Background: an optimization exercise with open tools, aiming at small area, a short achievable clock period and few clock cycles per item. Do not read the settings as production practice. No functional check of the RTL was part of any run shown here. In every run shown here, the design's own scripts or RTL, not TritonCTS, make the clock network. No driver is modelled on the clock port, so clock power and skew are understated where the tree is cut down; a real chip needs a root buffer or a tree. Power figures rest on the tool's default switching activity, not on a simulated workload.

==> flow/design.v <==
module Log2(
  input clk,
  input reset,
  input h,
  output reg flag,
  input [7:0] in,
  output reg [7:0] out
);
  reg busy;
  wire [7:0] lut;
  always @(posedge clk or posedge reset) begin
    if (reset) begin
      busy <= 1'b0;
      flag <= 1'b0;
    end else begin
      busy <= h;
      flag <= busy | (flag & ~h);
    end
  end
  always @(posedge clk) begin
    if (busy)
      out <= lut;
    else if (h | ~flag)
      out <= in;
  end
  log2_lut u_lut (.x(out), .y(lut));
endmodule
module log2_lut(input [7:0] x, output [7:0] y);
  wire new_n17, new_n18, new_n19, new_n20, new_n21, new_n22, new_n23,
    new_n24, new_n26, new_n27, new_n28, new_n29, new_n30, new_n31, new_n32,
    new_n33, new_n34, new_n35, new_n36, new_n37, new_n38, new_n39, new_n40,
    new_n41, new_n42, new_n43, new_n44, new_n45, new_n46, new_n47, new_n48,
    new_n49, new_n50, new_n51, new_n52, new_n53, new_n54, new_n55, new_n56,
    new_n57, new_n58, new_n59, new_n60, new_n61, new_n62, new_n63, new_n64,
    new_n65, new_n66, new_n67, new_n68, new_n69, new_n70, new_n71, new_n72,
    new_n73, new_n74, new_n75, new_n76, new_n77, new_n78, new_n79, new_n80,
    new_n81, new_n82, new_n83, new_n84, new_n85, new_n86, new_n87, new_n88,
    new_n89, new_n90, new_n91, new_n92, new_n93, new_n94, new_n95, new_n96,
    new_n97, new_n98, new_n99, new_n100, new_n101, new_n102, new_n103,
    new_n104, new_n105, new_n106, new_n107, new_n108, new_n109, new_n110,
    new_n111, new_n112, new_n113, new_n114, new_n115, new_n116, new_n117,
    new_n118, new_n119, new_n120, new_n121, new_n123, new_n124, new_n125,
    new_n126, new_n127, new_n128, new_n129, new_n130, new_n131, new_n132,
    new_n133, new_n134, new_n135, new_n136, new_n137, new_n138, new_n139,
    new_n140, new_n141, new_n143, new_n145, new_n148, new_n149, new_n151,
    new_n152;
  assign new_n17 = x[4] & ~x[7];
  assign new_n18 = ~x[6] & ~new_n17;
  assign new_n19 = x[3] & ~x[6];
  assign new_n20 = ~x[7] & ~new_n19;
  assign new_n21 = ~x[5] & new_n20;
  assign new_n22 = ~new_n18 & ~new_n21;
  assign new_n23 = ~x[6] & ~x[7];
  assign new_n24 = ~x[4] & ~x[5];
  assign y[7] = ~new_n23 | ~new_n24;
  assign new_n26 = x[3] & ~y[7];
  assign new_n27 = x[2] & new_n26;
  assign new_n28 = x[1] & ~y[7];
  assign new_n29 = x[0] & ~x[3];
  assign new_n30 = ~x[2] & ~new_n29;
  assign new_n31 = new_n28 & ~new_n30;
  assign new_n32 = ~new_n27 & ~new_n31;
  assign new_n33 = ~new_n22 & new_n32;
  assign new_n34 = x[0] & ~x[5];
  assign new_n35 = new_n23 & ~new_n34;
  assign new_n36 = x[1] & x[5];
  assign new_n37 = new_n35 & ~new_n36;
  assign new_n38 = x[6] & ~x[7];
  assign new_n39 = ~x[2] & new_n38;
  assign new_n40 = ~x[3] & x[7];
  assign new_n41 = y[7] & ~new_n40;
  assign new_n42 = ~new_n39 & new_n41;
  assign new_n43 = ~new_n37 & new_n42;
  assign new_n44 = x[0] & new_n24;
  assign new_n45 = ~x[6] & ~new_n44;
  assign new_n46 = x[3] & ~new_n45;
  assign new_n47 = x[5] & ~x[6];
  assign new_n48 = x[2] & new_n47;
  assign new_n49 = ~new_n46 & ~new_n48;
  assign new_n50 = ~x[7] & ~new_n49;
  assign new_n51 = x[1] & ~x[5];
  assign new_n52 = ~x[6] & new_n51;
  assign new_n53 = ~x[7] & ~new_n52;
  assign new_n54 = x[4] & ~new_n53;
  assign new_n55 = ~new_n50 & ~new_n54;
  assign new_n56 = new_n43 & ~new_n55;
  assign new_n57 = ~new_n33 & new_n56;
  assign new_n58 = ~x[5] & ~new_n28;
  assign new_n59 = ~new_n20 & ~new_n58;
  assign new_n60 = ~x[6] & new_n29;
  assign new_n61 = ~x[4] & ~new_n60;
  assign new_n62 = ~x[7] & ~new_n47;
  assign new_n63 = ~x[2] & ~x[6];
  assign new_n64 = new_n62 & ~new_n63;
  assign new_n65 = ~new_n61 & new_n64;
  assign new_n66 = ~new_n59 & ~new_n65;
  assign new_n67 = new_n33 & ~new_n66;
  assign new_n68 = x[0] & x[7];
  assign new_n69 = x[0] & new_n35;
  assign new_n70 = x[1] & new_n38;
  assign new_n71 = x[2] & x[7];
  assign new_n72 = ~new_n70 & ~new_n71;
  assign new_n73 = ~new_n69 & new_n72;
  assign new_n74 = new_n43 & ~new_n73;
  assign new_n75 = ~new_n68 & new_n74;
  assign new_n76 = ~new_n67 & new_n75;
  assign new_n77 = x[0] & new_n38;
  assign new_n78 = x[1] & x[7];
  assign new_n79 = ~new_n77 & ~new_n78;
  assign new_n80 = ~new_n76 & ~new_n79;
  assign new_n81 = ~new_n57 & new_n80;
  assign new_n82 = ~new_n43 & new_n55;
  assign new_n83 = ~new_n43 & new_n68;
  assign new_n84 = new_n33 & new_n66;
  assign new_n85 = ~new_n83 & new_n84;
  assign new_n86 = ~new_n56 & new_n85;
  assign new_n87 = ~new_n82 & new_n86;
  assign new_n88 = ~new_n33 & ~new_n66;
  assign new_n89 = new_n55 & new_n88;
  assign new_n90 = ~new_n73 & ~new_n89;
  assign new_n91 = ~new_n87 & new_n90;
  assign new_n92 = new_n81 & ~new_n91;
  assign new_n93 = ~x[0] & ~x[1];
  assign new_n94 = ~new_n23 & ~new_n93;
  assign new_n95 = ~new_n83 & new_n94;
  assign new_n96 = new_n55 & ~new_n84;
  assign new_n97 = new_n95 & ~new_n96;
  assign new_n98 = ~new_n55 & new_n84;
  assign new_n99 = ~new_n88 & ~new_n98;
  assign new_n100 = ~new_n97 & new_n99;
  assign new_n101 = new_n73 & ~new_n100;
  assign new_n102 = ~new_n92 & ~new_n101;
  assign new_n103 = x[1] & new_n68;
  assign new_n104 = ~new_n33 & new_n66;
  assign new_n105 = new_n94 & ~new_n104;
  assign new_n106 = new_n82 & new_n105;
  assign new_n107 = ~new_n57 & ~new_n106;
  assign new_n108 = ~new_n103 & ~new_n107;
  assign new_n109 = ~new_n55 & new_n66;
  assign new_n110 = new_n95 & new_n109;
  assign new_n111 = ~new_n89 & ~new_n98;
  assign new_n112 = new_n103 & ~new_n111;
  assign new_n113 = ~new_n110 & ~new_n112;
  assign new_n114 = ~new_n108 & new_n113;
  assign new_n115 = ~new_n102 & new_n114;
  assign new_n116 = ~new_n81 & new_n91;
  assign new_n117 = ~new_n89 & ~new_n109;
  assign new_n118 = ~new_n72 & ~new_n79;
  assign new_n119 = ~new_n43 & new_n118;
  assign new_n120 = ~new_n117 & new_n119;
  assign new_n121 = ~new_n116 & ~new_n120;
  assign y[0] = new_n115 | ~new_n121;
  assign new_n123 = ~new_n43 & ~new_n118;
  assign new_n124 = new_n73 & new_n84;
  assign new_n125 = ~new_n88 & ~new_n124;
  assign new_n126 = y[0] & ~new_n125;
  assign new_n127 = new_n55 & ~new_n74;
  assign new_n128 = new_n84 & new_n127;
  assign new_n129 = ~new_n126 & ~new_n128;
  assign new_n130 = new_n123 & ~new_n129;
  assign new_n131 = new_n56 & ~new_n126;
  assign new_n132 = new_n66 & new_n131;
  assign new_n133 = new_n67 & ~new_n123;
  assign new_n134 = ~new_n55 & new_n133;
  assign new_n135 = ~new_n132 & ~new_n134;
  assign new_n136 = ~new_n55 & new_n135;
  assign new_n137 = new_n43 & new_n81;
  assign new_n138 = new_n91 & new_n137;
  assign new_n139 = ~new_n123 & new_n129;
  assign new_n140 = ~new_n138 & new_n139;
  assign new_n141 = ~new_n136 & new_n140;
  assign y[1] = ~new_n130 & ~new_n141;
  assign new_n143 = new_n55 & ~new_n139;
  assign y[2] = new_n135 & ~new_n143;
  assign new_n145 = new_n66 & ~new_n131;
  assign y[3] = ~new_n134 & ~new_n145;
  assign y[4] = ~new_n33 | new_n134;
  assign new_n148 = ~x[2] & new_n28;
  assign new_n149 = ~new_n26 & new_n62;
  assign y[5] = new_n148 | ~new_n149;
  assign new_n151 = ~x[2] & ~x[3];
  assign new_n152 = new_n24 & ~new_n151;
  assign y[6] = ~new_n23 | new_n152;
endmodule
==> flow/flow/run.sh <==
#!/bin/bash
# Standard ORFS layout with these changes:
#  - synthesis maps the logic with the ABC script in flow/abc_area.script
#    (same synthesis script otherwise, so registers keep their names and types);
#  - port buffers are sky130_fd_sc_hd__buf_1 instead of the default delay buffer;
#  - the clock tree is a single clkbuf_8 between the clock port and the ten
#    registers (all registers get the same clock arrival), instead of an H-tree.
set -euo pipefail
rm -rf myscripts
cp -r "$FLOW_HOME/scripts" myscripts
cp flow/abc_area.script myscripts/abc_area.script
python3 - <<'PY'
p = 'myscripts/cts.tcl'
s = open(p).read()
old = 'log_cmd clock_tree_synthesis {*}$cts_args'
assert old in s
new = '''# place the one clock buffer at the centre of the registers it drives
set clk_net [[ord::get_db_block] findNet clk]
set sx 0
set sy 0
set sn 0
foreach iterm [$clk_net getITerms] {
  lassign [[$iterm getInst] getLocation] ix iy
  set sx [expr {$sx + $ix}]
  set sy [expr {$sy + $iy}]
  incr sn
}
set cx [ord::dbu_to_microns [expr {$sx / $sn}]]
set cy [ord::dbu_to_microns [expr {$sy / $sn}]]
puts "clock buffer at $cx $cy for $sn registers"
log_cmd insert_buffer -buffer_cell sky130_fd_sc_hd__clkbuf_8 -net [get_nets clk] -location [list $cx $cy] -buffer_name clkbuf_root -net_name clk_root
set_propagated_clock [all_clocks]'''
open(p, 'w').write(s.replace(old, new))
PY
bash standard.sh synth ABC_AREA=1 SCRIPTS_DIR="$PWD/myscripts" > synth.log 2>&1
bash standard.sh finish SCRIPTS_DIR="$PWD/myscripts" "BUFFER_PORTS_ARGS=-buffer_cell sky130_fd_sc_hd__buf_1" > layout.log 2>&1
==> flow/flow/abc_area.script <==
strash
dch
map -D 1600
topo
upsize -D 1900
dnsize -D 1900
==> flow/standard.sh <==
#!/bin/bash
# synth_recipe.tcl (not shown) runs the flow's synth.tcl, then flattens the netlist and writes it again
# the make line also repeats each setting of config.mk as NAME=value (left out here)
make -C /OpenROAD-flow-scripts/flow DESIGN_CONFIG=/design/flow/config.mk WORK_HOME=/design/flow/orfs CLKGATE_MAP_FILE= SYNTH_SCRIPT=/design/flow/synth_recipe.tcl "${@:-finish}"
==> flow/config.mk <==
export PLATFORM = sky130hd
export DESIGN_NAME = Log2
export DESIGN_NICKNAME = Log2
export VERILOG_FILES = /design/flow/design.v
export SDC_FILE = /design/flow/constraint.sdc
export NUM_CORES = 4
export LEC_CHECK = 0
export CAP_MARGIN = 20
export CORE_AREA = 2.5 2.5 61.5 61.5
export DIE_AREA = 0 0 64 64
export SLEW_MARGIN = 20
==> flow/constraint.sdc <==
create_clock -name core_clock -period 10.0 [get_ports {clk}]
set_input_delay 2.0000 -clock core_clock [delete_from_list [all_inputs] [get_ports {clk}]]
set_output_delay 2.0000 -clock core_clock [all_outputs]
set_load 0.01 [all_outputs]
==> results of run 1 <==
==> per-stage QoR <==
stage / setup WS, ns / total power, mW / cell area [sq um] / cells
detailed placement: 7.11 / 0.135 / 1040 / 195
global route: 6.82 / 0.168 / 1050 / 196
CTS: 7.10 / 0.154 / 1050 / 196
finish: 7.08 / 0.154 / 1050 / 196
global placement: 7.08 / 0.137 / 1040 / 195
floorplan: 7.43 / 0.116 / 908 / 130
==> layout by cell type (no fill, tap or decap), types with 2 or more instances in the layout <==
cell      netlist  final
nand2_1        23     23
o21a_1          2      2
o21ai_0         8      8
nor3_1          3      3
a21oi_1        12     12
a31oi_1         4      4
o22ai_1         2      2
nor2_2          5      5
buf_1           0     19
dfrtp_1         2      2
o221ai_1        2      2
nand3_1         4      4
clkinv_1       17     17
edfxtp_1        8      8
nor2_1         19     19
nand4_1         2      2
==> worst register-to-register path, delay by kind of cell (launching register included) <==
family	cells	cell delay [ns]
flops	1	0.48
compound gates	4	0.79
simple gates	9	1.41
==> logic make-up (layout without fill, tap and decap cells) <==
family	Yosys count	after routing	share of synthesized area
buffers and inverters	18	38	0.0744
DFF	10	10	0.320
and+or+nand+nor	58	58	0.281
AOI/OAI and AO/OA	44	44	0.325
==> synthesized netlist by cell type, drive strengths merged, types with 2 or more instances <==
cell type	count
o221ai	3
o21a	2
nand3	4
edfxtp	8
nor3	3
nand2	23
o22ai	2
nor2	24
o21ai	10
clkinv	17
dfrtp	2
o2111ai	2
a31oi	4
a21oi	12
nand4	2
==> worst min path at each step <==
| stage | cells past startpoint | from | to |
|---|---|---|---|
| floorplan | 2 | flag | flag |
| global placement | 2 | flag | flag |
| detailed placement | 2 | flag | flag |
| CTS | 2 | flag | flag |
| global route | 2 | flag | flag |
| finish | 2 | flag | flag |
==> sequential cells by signal, indices dropped and copies added, names as in the netlist <==
name and count:
out 8, busy 1, flag 1
==> where the power goes <==
part | switching, mW | internal [mW]
clock network | 0.0102 | 0.00911
logic | 0.0478 | 0.0266
registers | 0.00858 | 0.0520
==> metal layers <==
layer / track usage / wire, um
met1: 0.171 / 1150
met2: 0.201 / 1070
met3: 0.0158 / 168
met4: 0.0109 / 10
met5: 0 / 0
==> area by class of cell, without the clock buffers <==
type / instances / area, sq um / area share
Multi-Input combinational cell: 102 / 551 / 0.524
Timing Repair Buffer: 19 / 71.3 / 0.0679
Inverter: 18 / 67.6 / 0.0643
Sequential cell: 10 / 290 / 0.276
Tap cell: 46 / 57.6 / 0.0548
==> results by group, run 1 <==
Run status
  – Status: no timing/DRC/antenna violations

Power
  – Power Density: 147 mW/mm^2
  – Leakage power: 0.352 nW
  – Worst IR Drop VDD: 0.0000542 V

Worst setup path
  – Worst path cell trace: nor2_1, nand2_1, nor2_2, nor2_1, o21a_1, nor2_2, nand2_1, and3_4, a21oi_1, nand2_1, o21ai_2, nand3_1, a32o_1
  – Setup crit end: out[2]
  – Critical Path Fanout Max: 6
  – R2R cell count: 13
  – Max stage delay on crit path: 0.48 ns
  – Crit path kind: flip-flop to flip-flop
  – Critical path arrival: 2.81 ns
  – Worst r2r src: out[5]
  – Levels on crit path: 13
  – Most frequent cell on the critical path: nand2_1
  – R2R setup slack: 7.08 ns
  – Worst Setup Start Kind: flip-flop
  – Req. time, crit path: 9.89 ns
  – Top Family by Delay on Critical Path: simple AND/OR/NAND/NOR gates
  – Crit end category: flip-flop
  – Slowest-stage cell, CP: edfxtp_1
  – Setup crit start: out[5]
  – Bufs and invs on worst path: 0
  – RR Endpoint: out[2]

Global route
  – Initial antenna violation count: 0
  – Number of global-route vias before repair: 938
  – GRT overflow: 0
  – First-pass GRT wire length: 4170 um
  – Total track usage: 0.120
  – Largest net degree at the start of global routing: 11

Floorplanning
  – FP Rows: 21
  – DIE HEIGHT: 64 um
  – Initial Util: 0.272
  – Die Wd: 64 um
  – Core area: 0.00334 sq mm
  – Top-level port count: 20
  – DIE AREA: 0.00410 sq mm

STA
  – Minimum clock period: 2.92 ns
  – Final Hold Viols: 0
  – Worst-margin pin slew: 0.378 ns
  – Final Cycle Share: 0.292
  – Clk_skew: 0.00111 ns
  – Max_slew headroom: 0.748
  – RSZ-0062 raised after global routing: no
  – Fin. max-slew vios: 0
  – Final setup viols: 0
  – Post-route setup TNS: 0 ns
  – Fmax: 343 MHz
  – Hold Slack: 0.538 ns

Logic synthesis
  – Cell count after synthesis: 130
  – Mapped cell area: 908 sq um
  – Distinct cells, synth: 32
  – Synth top area share: 0.264
  – Syn_nets: 141
  – Synth warn: 1
  – Async S/R FF share, synth: 0.200
  – Top_reg_cell synth: edfxtp_1
  – Post-synthesis sequential area ratio: 0.320
  – Number of flops mapped to enable cells by yosys: 8
  – Synth area leader: edfxtp_1
  – Yosys reg bits: 10
  – Synth top area cells: edfxtp_1 26%, nand2_1 9.5%, nor2_1 7.9%, clkinv_1 7.0%, a21oi_1 6.6%
  – Mean post-synth cell area: 6.99 sq um

Hold path
  – HP Class: flip-flop to flip-flop

Final layout
  – Util after Layout: 0.315
  – Layout cells sized above 1: 0.0733
  – Antenna fix cells: 0
  – P&R area growth vs syn: 15.7%
  – Final #Nets: 163
  – # fillers: 374

Route
  – DR iter-0 viols: 82
  – DRT antenna net count: 0
  – Vias/cell: 5.09
  – DR WL/cell: 12.2 um
  – DR pass1 iterations: 4
  – Remaining routing DRC violations: 0
  – Via count: 997
  – Routed wire length: 2400 um

Place
  – GP Congestion: 0.884
  – HPWL after DPL: 1960 um
  – # port buffers: 19

Clock network
  – Post-CTS Setup Bufs: 0
  – Post_cts resized: 0
  – CTS Hold Bufs: 0
  – Clock latency (worst-skew pair): 0.13 ns
  – Clock transition at path regs: 0.07 ns

Flow run
  – Max cap viols: 0
==> inputs of run 2 (changes only) <==
==> flow/flow/abc_area.script (replaced) <==
strash
dch
map -D 1400
topo
upsize -D 1800
dnsize -D 1800
==> run 2 against run 1 <==
  * Still clean
  * Utilization up 2.2 points
  * Combinational power increased by 17%
  * Register-to-register slack gained 0.16 ns
  * Clock power barely moved
  * Total power grew 8.6%
  * Fmax rose by 1.5%
  * Clock skew is 0.00064 ns lower
  * Design area up 6.9%
  * First-iteration DRC count rose by 9.8%
  * Worst setup slack better by 0.043 ns
  * Critical path type is now flip-flop to output port
==> results by group, run 2 <==
STA
  – RSZ-0062 raised after global routing: no
  – Hold Slack: 0.530 ns (-0.00814 ns)
  – Post-route setup TNS: 0 ns (unchanged)
  – Fmax: 348 MHz (+1.5%)
  – Final WS setup: 7.13 ns (+0.0434 ns)
  – Final Cycle Share: 0.287 (-0.00434)
  – Fin. max-slew vios: 0 (unchanged)
  – Max_slew headroom: 0.697 (-0.0512)
  – Final setup viols: 0 (unchanged)
  – Worst-margin pin slew: 0.453 ns (+0.0746 ns)
  – Clk_skew: 0.000473 ns (-0.000640 ns)
  – Minimum clock period: 2.87 ns (-0.0434 ns)
  – Final Hold Viols: 0 (unchanged)

Power
  – Leakage power: 0.380 nW (+8.0%)
  – Power Density: 149 mW/mm^2 (+1.6%)
  – Worst IR Drop VDD: 0.0000461 V (-15%)

Worst setup path
  – Critical path arrival: 0.87 ns (-1.94 ns)
  – Max stage delay on crit path: 0.55 ns (+0.07 ns)
  – Critical Path Fanout Max: 9 (+3)
  – Slowest-stage cell, CP: edfxtp_1
  – Bufs and invs on worst path: 1 (+1)
  – Worst path cell trace: buf_1
  – Crit path kind: flip-flop to output port
  – Req. time, crit path: 8.00 ns (-1.89 ns)
  – Worst Setup Start Kind: flip-flop
  – Top Family by Delay on Critical Path: flip-flops
  – Crit end category: output port

Route
  – DRT antenna net count: 0 (unchanged)
  – Via count: 1,132 (+14%)
  – Vias/cell: 5.29 (+4.0%)
  – DR WL/cell: 12.7 um (+4.2%)
  – Remaining routing DRC violations: 0 (unchanged)
  – Routed wire length: 2730 um (+14%)
  – DR pass1 iterations: 4 (unchanged)
  – DR iter-0 viols: 90 (+9.8%)

Logic synthesis
  – Distinct cells, synth: 28 (-13%)
  – Mapped cell area: 981 sq um (+8.0%)
  – Synth area leader: edfxtp_1
  – Most common cell in the netlist: nand2_1
  – Synth top area cells: edfxtp_1 24%, nand2_1 11%, nor2_1 7.3%, clkinv_1 6.9%, a31oi_1 6.4%
  – Syn_nets: 159 (+13%)
  – Async S/R FF share, synth: 0.200 (unchanged)
  – Post-synthesis sequential area ratio: 0.296 (-0.0236)
  – Yosys reg bits: 10 (unchanged)
  – Synth top area share: 0.245 (-0.0196)
  – Top_reg_cell synth: edfxtp_1
  – Post-synth top cells: 30 x nand2_1, 19 x nor2_1, 18 x clkinv_1
  – Number of flops mapped to enable cells by yosys: 8 (unchanged)
  – Mean post-synth cell area: 6.63 sq um (-5.1%)
  – Cell count after synthesis: 148 (+14%)
  – Synth warn: 1 (unchanged)

Final layout
  – Final #Nets: 181 (+11%)
  – # fillers: 385 (+2.9%)
  – Util after Layout: 0.337 (+0.0217)
  – Antenna fix cells: 0 (unchanged)
  – Final instance area: 0.00112 sq mm (+6.9%)
  – Commonest non-fill, non-tap cell in the layout: nand2_1
  – P&R area growth vs syn: 14.5%
  – Layout cells sized above 1: 0.0595 (-0.0138)
  – Largest Register: out
  – Max reg flops: 8 (unchanged)
  – Most frequent cells in the layout: 30 x nand2_1, 19 x nor2_1, 19 x buf_1
  – Regs by FF count: out: 8 flops, busy: 1 flops, flag: 1 flops

Floorplanning
  – DIE HEIGHT: 64 um (unchanged)
  – Initial Util: 0.294 (+0.0217)
  – Core area: 0.00334 sq mm (unchanged)
  – Die Wd: 64 um (unchanged)
  – DIE AREA: 0.00410 sq mm (unchanged)
  – FP Rows: 21 (unchanged)
  – Top-level port count: 20 (unchanged)

Place
  – GP Congestion: 0.882 (-0.25%)
  – Pre-CTS worst setup slack: 7.20 ns (+0.0892 ns)
  – Area post-placement: 0.00111 sq mm (+7.0%)
  – HPWL after DPL: 2180 um (+11%)
  – # port buffers: 19 (unchanged)

Clock network
  – Post_cts resized: 0 (unchanged)
  – Clock transition at path regs: 0.07 ns (about the same)
  – CTS Hold Bufs: 0 (unchanged)
  – Post-CTS Setup Bufs: 0 (unchanged)
  – Clock latency (worst-skew pair): 0.13 ns (about the same)

Global route
  – Initial antenna violation count: 0 (unchanged)
  – Total track usage: 0.135 (+0.0147)
  – First-pass GRT wire length: 4760 um (+14%)
  – Number of global-route vias before repair: 1,084 (+16%)
  – Largest net degree at the start of global routing: 13 (+2)
  – GRT overflow: 0 (unchanged)

Flow run
  – Max cap viols: 0 (unchanged)

Run status
  – Status: no timing/DRC/antenna violations

Hold path
  – HP Class: flip-flop to flip-flop
==> run 2: cell count changes after synthesis, sizes merged, moves of 3 or more <==
| cell | change |
|---|---|
| nand2 | +7 |
| nor2 | -3 |
| a31oi | +6 |
| o21ai | +4 |
| nand3 | +5 |
==> run 2: cell type report, without the clock buffers <==
type	count	area, sq um	share of cell area
inverter	20	75.1	0.0668
sequential	10	290	0.258
multi-input combinational	118	616	0.548
tap	46	57.6	0.0512
timing repair buffer	19	71.3	0.0635
==> run 2: cell families (layout without fill, tap and decap cells) <==
logic type	count (synthesis)	count (layout)	synth area share
and+or+nand+nor	69	69	0.305
AOI/OAI and AO/OA	49	49	0.323
buffers and inverters	20	40	0.0765
DFF	10	10	0.296
==> run 2: per-layer routing <==
layer / global-route usage / routed length (um) / vias to the layer above
met5: 0 / 0 / -
met2: 0.229 / 1300 / 33
li1: - / - / 573
met3: 0.00704 / 134 / 0
met4: 0.0109 / 0 / 0
met1: 0.195 / 1290 / 526
==> run 2: where the power goes <==
group,switching (mW),internal (mW)
Clock,0.00985,0.00910
Sequential,0.00958,0.0521
Combinational,0.0573,0.0295
==> run 2: final timing paths <==
path	cells past startpoint	end	slack (ns)	start
max in group asynchronous	2	busy	8.24	reset
setup / recovery	1	out[6]	7.13	out[6]
hold / removal	2	flag	0.53	flag
min in group asynchronous	2	flag	1.67	reset
setup reg to reg	11	out[3]	7.24	out[7]
hold reg to reg	2	flag	0.53	flag
==> run 2: stage by stage <==
step / instances / total power, mW
2_1_floorplan: 148 / 0.125
3_3_place_gp: 213 / 0.150
3_5_place_dp: 213 / 0.149
4_1_cts: 214 / 0.168
5_1_grt: 214 / 0.182
6_report: 214 / 0.167

==> what the ideal ports hide <==
The results above use ideal ports. As a check the final layouts listed here were re-extracted and re-timed, cells and wires unchanged.
Step 1 (the two cells are an assumption about what drives the block):
set clk [get_ports {clk}]
set_driving_cell -lib_cell sky130_fd_sc_hd__clkbuf_16 $clk
set_driving_cell -lib_cell sky130_fd_sc_hd__buf_2 [delete_from_list [all_inputs] $clk]
Step 2, shift: input delay + t, output delay - t, t = (earliest + latest rising clock arrival at the registers) / 2. This alone moves slack from input paths to output paths.
a / b / c = no drivers / after step 1 / after step 2; a / b = the first two.
| run | t (ns) | slack for setup (ns) | worst setup path after step 2 | worst data-port slew with drivers (ns) |
|---|---|---|---|---|
| run 1 | 0.155 | 7.082 / 7.082 / 7.082 | register to register | 0.03 |
| run 2 | 0.149 | 7.126 / 7.106 / 7.191 | input to register | 0.03 |
After both steps every run listed still meets setup and hold.
